This design comes from an exercise in tuning for small area, a short achievable clock period and few clock cycles on the open sky130 flow, not from production work. Function was checked by simulation only, so behaviour that the tests miss may differ from the original. Power figures rest on the tool's default switching activity, not on a simulated workload.

==> job 8040: inputs <==
## nn_image_top
module nn_image_top #(
 parameter int IMG_W = 8,
 parameter int IMG_H = 8
)(
 input logic clk,
 input logic rst,
 input logic in_valid,
 input logic signed [8:0] in_pixel,
 input logic signed [7:0] k00, k01, k02,
 input logic signed [7:0] k10, k11, k12,
 input logic signed [7:0] k20, k21, k22,
 input logic signed [7:0] bias,
 input logic signed [7:0] scale,
 input logic signed [7:0] offset,
 input logic signed [7:0] w0,
 input logic signed [7:0] w1,
 input logic signed [7:0] w2,
 output logic out_valid,
 output logic signed [21:0] conv_result,
 output logic signed [21:0] norm_result,
 output logic signed [39:0] acc0,
 output logic signed [39:0] acc1,
 output logic signed [39:0] acc2,
 output logic [2:0] out_x,
 output logic [2:0] out_y
);
==> flow/config.mk <==
export PLATFORM = sky130hd
export DESIGN_NAME = nn_image_top
export DESIGN_NICKNAME = nn_image_top
export VERILOG_FILES = /design/flow/design.v
export SDC_FILE = /design/flow/constraint.sdc
export NUM_CORES = 4
export LEC_CHECK = 0
export CAP_MARGIN = 20
export CORE_MARGIN = 2
export CORE_UTILIZATION = 62
export CTS_CLUSTER_DIAMETER = 120
export CTS_CLUSTER_SIZE = 25
export PLACE_DENSITY = 0.72
export SLEW_MARGIN = 20
export SYNTH_HIERARCHICAL = 1
==> flow/constraint.sdc <==
create_clock -name core_clock -period 12.0 [get_ports {clk}]
set_input_delay 2.4000 -clock core_clock [delete_from_list [all_inputs] [get_ports {clk}]]
set_output_delay 2.4000 -clock core_clock [all_outputs]
set_load 0.01 [all_outputs]
standard.sh (not shown) runs the stock make flow with config.mk's settings and CLKGATE_MAP_FILE= SYNTH_SCRIPT=/design/flow/synth_recipe.tcl, a recipe that flattens the netlist after the stock synthesis.
==> flow/flow/run.sh <==
#!/bin/bash
# Own layout flow: the standard ORFS flow (standard.sh), with these changes to how the
# layout is made, none to the design's constraints (clock period, I/O delays, loads):
#  1. synthesis maps logic with ORFS's ABC speed script minus its final buffer/upsize/dnsize
#     steps (the registers are exactly the standard synthesis's; only gate sizes differ);
#  2. the port buffers that ORFS inserts at global placement are buf_1 cells (timing repair
#     then sizes them up where needed);
#  3. repair_timing works on every path slower than about 3.5 ns (SETUP_SLACK_MARGIN),
#     not only on paths that miss the 12 ns clock.
# Each tool's output goes to a log file in this folder.
set -euo pipefail
W=$(pwd)
mkdir -p "$W/scripts_mod"
cp -r "$FLOW_HOME/scripts/." "$W/scripts_mod/"
sed -i -e '/^buffer -c$/d' -e '/^upsize -c$/d' -e '/^dnsize -c$/d' "$W/scripts_mod/abc_speed.script"
SCRIPTS_DIR="$W/scripts_mod" bash standard.sh synth > "$W/synth.log" 2>&1
SETUP_SLACK_MARGIN=8.5 BUFFER_PORTS_ARGS="-buffer_cell sky130_fd_sc_hd__buf_1" bash standard.sh > "$W/layout.log" 2>&1
test -f "$W/out/final.def"
==> job 340 (differences from job 8040) <==
--- a/flow/design.v
+++ b/flow/design.v
@@ -5552,33 +5552,19 @@
   for (int i = 1; i < 4; i++) conv_d[i] <= conv_d[i-1];
   norm_d[0] <= norm_q;
   for (int i = 1; i < 2; i++) norm_d[i] <= norm_d[i-1];
  end
  logic [28:0] a0_q, a1_q, a2_q;
  logic a0_s, a1_s, a2_s, a0_e, a1_e, a2_e, a0_t, a1_t, a2_t;
- logic ws2_0, ws2_1, ws2_2, ws3_0, ws3_1, ws3_2;
- logic a0_u, a1_u, a2_u, a0_f, a1_f, a2_f, a0_v, a1_v, a2_v, a0_x, a1_x, a2_x;
  logic ov;
  logic [2:0] ox, oy;
  always_ff @(posedge clk) begin
   a0_q <= fc_sum0; a1_q <= fc_sum1; a2_q <= fc_sum2;
   a0_s <= (|norm_d[0]) & wb0_neg[3]; a1_s <= (|norm_d[0]) & wb1_neg[3]; a2_s <= (|norm_d[0]) & wb2_neg[3];
   a0_e <= (|norm_q) & wb0_neg[3]; a1_e <= (|norm_q) & wb1_neg[3]; a2_e <= (|norm_q) & wb2_neg[3];
   a0_t <= a0_e; a1_t <= a1_e; a2_t <= a2_e;
-  ws2_0 <= wb0_neg[3]; ws3_0 <= ws2_0;
-  a0_u <= (|norm_d[0]) & ws2_0;
-  a0_f <= (|norm_q) & ws2_0; a0_v <= a0_f;
-  a0_x <= (|norm_d[0]) & ws3_0;
-  ws2_1 <= wb1_neg[3]; ws3_1 <= ws2_1;
-  a1_u <= (|norm_d[0]) & ws2_1;
-  a1_f <= (|norm_q) & ws2_1; a1_v <= a1_f;
-  a1_x <= (|norm_d[0]) & ws3_1;
-  ws2_2 <= wb2_neg[3]; ws3_2 <= ws2_2;
-  a2_u <= (|norm_d[0]) & ws2_2;
-  a2_f <= (|norm_q) & ws2_2; a2_v <= a2_f;
-  a2_x <= (|norm_d[0]) & ws3_2;
   ov <= vp[5] & ~rst_q & ~rst;
  end
  always_ff @(posedge clk) begin
   if (rst_q) begin
    ox <= '0; oy <= '0;
   end else if (ov) begin
@@ -5590,15 +5576,15 @@
  end
  assign out_valid = ov;
  assign out_x = ox;
  assign out_y = oy;
  assign conv_result = {conv_d[3][20], conv_d[3]};
  assign norm_result = {1'b0, norm_d[1]};
- assign acc0 = {{2{a0_x}}, {2{a0_v}}, {2{a0_u}}, {2{a0_t}}, {2{a0_s}}, a0_q[28], a0_q};
- assign acc1 = {{2{a1_x}}, {2{a1_v}}, {2{a1_u}}, {2{a1_t}}, {2{a1_s}}, a1_q[28], a1_q};
- assign acc2 = {{2{a2_x}}, {2{a2_v}}, {2{a2_u}}, {2{a2_t}}, {2{a2_s}}, a2_q[28], a2_q};
+ assign acc0 = {{4{a0_t}}, {4{a0_s}}, {3{a0_q[28]}}, a0_q};
+ assign acc1 = {{4{a1_t}}, {4{a1_s}}, {3{a1_q[28]}}, a1_q};
+ assign acc2 = {{4{a2_t}}, {4{a2_s}}, {3{a2_q[28]}}, a2_q};
 endmodule
 module nn_fa (input logic a, b, c, output logic s, co);
  assign s = a ^ b ^ c;
  assign co = (a & b) | (a & c) | (b & c);
 endmodule
 module nn_bsel (input logic one, two, neg, a, b, output logic e);
==> flow/flow/run.sh (replaced) <==
#!/bin/bash
# Own layout flow: the standard ORFS flow (standard.sh), with these changes to how the
# layout is made, none to the design's constraints (clock period, I/O delays, loads):
#  1. synthesis maps logic with ORFS's ABC speed script minus its final buffer/upsize/dnsize
#     steps (the registers are exactly the standard synthesis's; only gate sizes differ);
#  2. the port buffers that ORFS inserts at global placement are buf_4 cells;
#  3. repair_timing works on every path slower than about 3.5 ns (SETUP_SLACK_MARGIN),
#     not only on paths that miss the 12 ns clock.
# Each tool's output goes to a log file in this folder.
set -euo pipefail
W=$(pwd)
mkdir -p "$W/scripts_mod"
cp -r "$FLOW_HOME/scripts/." "$W/scripts_mod/"
sed -i -e '/^buffer -c$/d' -e '/^upsize -c$/d' -e '/^dnsize -c$/d' "$W/scripts_mod/abc_speed.script"
SCRIPTS_DIR="$W/scripts_mod" bash standard.sh synth > "$W/synth.log" 2>&1
SETUP_SLACK_MARGIN=8.5 BUFFER_PORTS_ARGS="-buffer_cell sky130_fd_sc_hd__buf_4" bash standard.sh > "$W/layout.log" 2>&1
test -f "$W/out/final.def"
--- a/flow/config.mk
+++ b/flow/config.mk
@@ -5,11 +5,11 @@
 export SDC_FILE = /design/flow/constraint.sdc
 export NUM_CORES = 4
 export LEC_CHECK = 0
 export CAP_MARGIN = 20
 export CORE_MARGIN = 2
 export CORE_UTILIZATION = 62
-export CTS_CLUSTER_DIAMETER = 120
-export CTS_CLUSTER_SIZE = 25
+export CTS_CLUSTER_DIAMETER = 100
+export CTS_CLUSTER_SIZE = 20
 export PLACE_DENSITY = 0.72
 export SLEW_MARGIN = 20
 export SYNTH_HIERARCHICAL = 1
==> results.txt <==
Between job 8040 and job 340, the lower final area is in job 8040 (gap 1.1%, measured against job 340).
In job 8040 the first-iteration DRC count is higher than in job 340, by about 17%.
In job 340 the sequential cell count is lower than in job 8040, by 18.
Between job 340 and job 8040, the lower worst hold slack is in job 340 (gap 0.0027 ns).
Of job 8040 and job 340, job 8040 has the higher global-route usage (gap 0.31 points).
Of job 340 and job 8040, job 8040 has the higher synthesized cell count (gap about 0.7%, measured against job 8040).
In job 8040 the combinational power is lower than in job 340, by about 2.3%.
Of job 8040 and job 340, job 340 has the higher core utilization (gap 1.1 points).
Against job 340, the die area of job 8040 is larger by about 0.8%.
==> figures <==
metric                                                               job 340                 job 8040
Outcome                                              complete, no violations  complete, no violations
Crit path to                                                        acc0[26]                 acc2[23]
Compound-Gate Fraction of Synth Area                                   12.9%                    12.9%
Post-CTS Setup Bufs                                                        5                        6
Worst-case setup margin in the final layout                          8.47 ns                  8.47 ns
HPWL reported at the end of detailed placement                      94000 um                 94300 um
Synth Area per Inst                                                 13.0 um2                 13.0 um2
Overall Global Routing Usage                                           29.4%                    29.7%
Critical-path top delay cell                                         dfxtp_4                  dfxtp_2
Synth Area in XOR/XNOR                                                 14.7%                    14.6%
Number of well-tap cells placed                                         1080                     1134
Post-DR vias/cell                                                       5.93                     5.90
Min Hold Slack                                                      0.323 ns                 0.326 ns
Met3 track utilization from global routing                             3.80%                    2.79%
Proportion of power drawn by flip-flops and latches                    32.5%                    33.3%
Detail-routed net length per standard cell                           22.8 um                  23.0 um
Start point of the critical path                            a0_q[26]$_DFF_P_         a2_q[23]$_DFF_P_
Area after DPL                                                     55600 um2                55000 um2
Number of sequential storage elements                                    988                     1006
Global-route met1 utilization                                          38.1%                    39.2%
Testbench counts of job 8040, summed over its fixed seeds: cycles 8,256.
Testbench counts of job 340, summed over its fixed seeds: cycles 8,256.

---

==> run a <==
Another version of the RTL of nn_image_top (not shown whole).
==> flow/design.v (excerpt) <==
module nn_image_top #(
 parameter int IMG_W = 8,
 parameter int IMG_H = 8
)(
 input logic clk,
 input logic rst,
 input logic in_valid,
 input logic signed [8:0] in_pixel,
 input logic signed [7:0] k00, k01, k02,
 input logic signed [7:0] k10, k11, k12,
 input logic signed [7:0] k20, k21, k22,
 input logic signed [7:0] bias,
 input logic signed [7:0] scale,
 input logic signed [7:0] offset,
 input logic signed [7:0] w0,
 input logic signed [7:0] w1,
 input logic signed [7:0] w2,
 output logic out_valid,
 output logic signed [21:0] conv_result,
 output logic signed [21:0] norm_result,
 output logic signed [39:0] acc0,
 output logic signed [39:0] acc1,
 output logic signed [39:0] acc2,
 output logic [2:0] out_x,
 output logic [2:0] out_y
);
clock: 12.0 ns
lec_check: 0
cap_margin: 20
core_margin: 2
core_utilization: 62
cts_cluster_diameter: 100
cts_cluster_size: 20
place_density: 0.72
slew_margin: 20
synth_hierarchical: 1
==> flow/flow/run.sh <==
#!/bin/bash
# Own layout flow: the standard ORFS flow (standard.sh), with two changes to how the
# layout is made, none to the design's constraints:
#  1. synthesis maps logic with ORFS's ABC speed script minus its final buffer/upsize/dnsize
#     steps (the registers are exactly the standard synthesis's; only gate sizes differ);
#  2. the port buffers that ORFS inserts at global placement are buf_4 cells.
# Each tool's output goes to a log file in this folder.
set -euo pipefail
W=$(pwd)
mkdir -p "$W/scripts_mod"
cp -r "$FLOW_HOME/scripts/." "$W/scripts_mod/"
sed -i -e '/^buffer -c$/d' -e '/^upsize -c$/d' -e '/^dnsize -c$/d' "$W/scripts_mod/abc_speed.script"
SCRIPTS_DIR="$W/scripts_mod" bash standard.sh synth > "$W/synth.log" 2>&1
SETUP_SLACK_MARGIN=8.4 BUFFER_PORTS_ARGS="-buffer_cell sky130_fd_sc_hd__buf_4" bash standard.sh > "$W/layout.log" 2>&1
test -f "$W/out/final.def"
==> run b: changes against run a <==
--- a/flow/design.v
+++ b/flow/design.v
@@ -4513,18 +4513,20 @@
   conv_d[0] <= conv_q;
   for (int i = 1; i < 4; i++) conv_d[i] <= conv_d[i-1];
   norm_d[0] <= norm_q;
   for (int i = 1; i < 2; i++) norm_d[i] <= norm_d[i-1];
  end
  logic [28:0] a0_q, a1_q, a2_q;
- logic a0_s, a1_s, a2_s;
+ logic a0_s, a1_s, a2_s, a0_e, a1_e, a2_e, a0_t, a1_t, a2_t;
  logic ov;
  logic [2:0] ox, oy;
  always_ff @(posedge clk) begin
   a0_q <= fc_sum0; a1_q <= fc_sum1; a2_q <= fc_sum2;
   a0_s <= (|norm_d[0]) & wb0_neg[3]; a1_s <= (|norm_d[0]) & wb1_neg[3]; a2_s <= (|norm_d[0]) & wb2_neg[3];
+  a0_e <= (|norm_q) & wb0_neg[3]; a1_e <= (|norm_q) & wb1_neg[3]; a2_e <= (|norm_q) & wb2_neg[3];
+  a0_t <= a0_e; a1_t <= a1_e; a2_t <= a2_e;
   ov <= vp[5] & ~rst_q & ~rst;
  end
  always_ff @(posedge clk) begin
   if (rst_q) begin
    ox <= '0; oy <= '0;
   end else if (ov) begin
@@ -4536,15 +4538,15 @@
  end
  assign out_valid = ov;
  assign out_x = ox;
  assign out_y = oy;
  assign conv_result = {conv_d[3][20], conv_d[3]};
  assign norm_result = {1'b0, norm_d[1]};
- assign acc0 = {{6{a0_s}}, {5{a0_q[28]}}, a0_q};
- assign acc1 = {{6{a1_s}}, {5{a1_q[28]}}, a1_q};
- assign acc2 = {{6{a2_s}}, {5{a2_q[28]}}, a2_q};
+ assign acc0 = {{4{a0_t}}, {4{a0_s}}, {3{a0_q[28]}}, a0_q};
+ assign acc1 = {{4{a1_t}}, {4{a1_s}}, {3{a1_q[28]}}, a1_q};
+ assign acc2 = {{4{a2_t}}, {4{a2_s}}, {3{a2_q[28]}}, a2_q};
 endmodule
 module nn_fa (input logic a, b, c, output logic s, co);
  assign s = a ^ b ^ c;
  assign co = (a & b) | (a & c) | (b & c);
 endmodule
 module nn_bsel (input logic one, two, neg, a, b, output logic e);
==> flow/flow/run.sh (replaced) <==
#!/bin/bash
# Own layout flow: the standard ORFS flow (standard.sh), with these changes to how the
# layout is made, none to the design's constraints (clock period, I/O delays, loads):
#  1. synthesis maps logic with ORFS's ABC speed script minus its final buffer/upsize/dnsize
#     steps (the registers are exactly the standard synthesis's; only gate sizes differ);
#  2. the port buffers that ORFS inserts at global placement are buf_4 cells;
#  3. repair_timing works on every path slower than about 3.5 ns (SETUP_SLACK_MARGIN),
#     not only on paths that miss the 12 ns clock.
# Each tool's output goes to a log file in this folder.
set -euo pipefail
W=$(pwd)
mkdir -p "$W/scripts_mod"
cp -r "$FLOW_HOME/scripts/." "$W/scripts_mod/"
sed -i -e '/^buffer -c$/d' -e '/^upsize -c$/d' -e '/^dnsize -c$/d' "$W/scripts_mod/abc_speed.script"
SCRIPTS_DIR="$W/scripts_mod" bash standard.sh synth > "$W/synth.log" 2>&1
SETUP_SLACK_MARGIN=8.5 BUFFER_PORTS_ARGS="-buffer_cell sky130_fd_sc_hd__buf_4" bash standard.sh > "$W/layout.log" 2>&1
test -f "$W/out/final.def"
==> qor summary <==
Result of the run: run b timing/DRC/antenna clean; run a timing/DRC/antenna clean
Layout sequential cell count: run b 1047; run a 1041
Fraction of area in clock buffers and inverters: run b 0.0259; run a 0.0265
Drt total wl: run b 134 mm; run a 134 mm
WL per Instance: run b 23.0 µm; run a 22.9 µm
Final std cell area, no fill: run b 0.0603 mm²; run a 0.0596 mm²
Clock transition at the register clock pins on the worst setup and hold paths after CTS: run b 80 ps; run a 90 ps
Worst setup slack for register-to-register paths: run b 8610 ps; run a 8670 ps
Width of the die: run b 299 µm; run a 299 µm
Routed met3 length: run b 9.54 mm; run a 8.77 mm
Ratio of final minimum period to clock period: run b 0.297; run a 0.300
DR vias/cell: run b 5.99; run a 5.99
Clock latency reported for the late side of the worst-skew pair: run b 670 ps; run a 690 ps
Post-Layout Cell Count: run b 5843; run a 5861
Clock sink count: run b 1047; run a 1041
Multi-input gate area: run b 0.0307 mm²; run a 0.0309 mm²
Fraction of layout instances using a drive strength above 1: run b 0.118; run a 0.0931
Max-Slew Margin vs Limit: run b 0.311; run a 0.273
Count of buffers not belonging to the clock network in the layout: run b 351; run a 342
Per-instance average area after synthesis: run b 12.6 µm²; run a 12.5 µm²
Post-synthesis cell area: run b 0.0540 mm²; run a 0.0541 mm²
Testbench counts of run a, summed over its fixed seeds: cycles 8,256.
Testbench counts of run b, summed over its fixed seeds: cycles 8,256.

[port drivers added, routing unchanged]
The results above use ideal ports. As a check the final layouts listed here were re-extracted and re-timed, cells and wires unchanged.
Step 1 (the two cells are an assumption about what drives the block):
set clk [get_ports {clk}]
set_driving_cell -lib_cell sky130_fd_sc_hd__clkbuf_16 $clk
set_driving_cell -lib_cell sky130_fd_sc_hd__buf_2 [delete_from_list [all_inputs] $clk]
Step 2 adds t to the input delays and takes it off the output delays; t is the mean of the earliest and latest rising clock arrival at the registers after step 1. Input paths then give back, and output paths get back, about the clock's delay inside the block.
Three values: ideal ports, drivers, drivers and shift; two values: the first two.
| run | t, ns | slack for setup (ns) | cell pins on the clock port's net |
|---|---|---|---|
| job 8040 | 0.700 | 8.470 / 8.406 / 8.570 | 1 |
| job 340 | 0.704 | 8.465 / 8.396 / 8.574 | 1 |
| run a | 0.744 | 8.405 / 8.331 / 8.674 | 1 |
| run b | 0.717 | 8.438 / 8.368 / 8.606 | 1 |
After both steps every run listed still meets setup and hold.
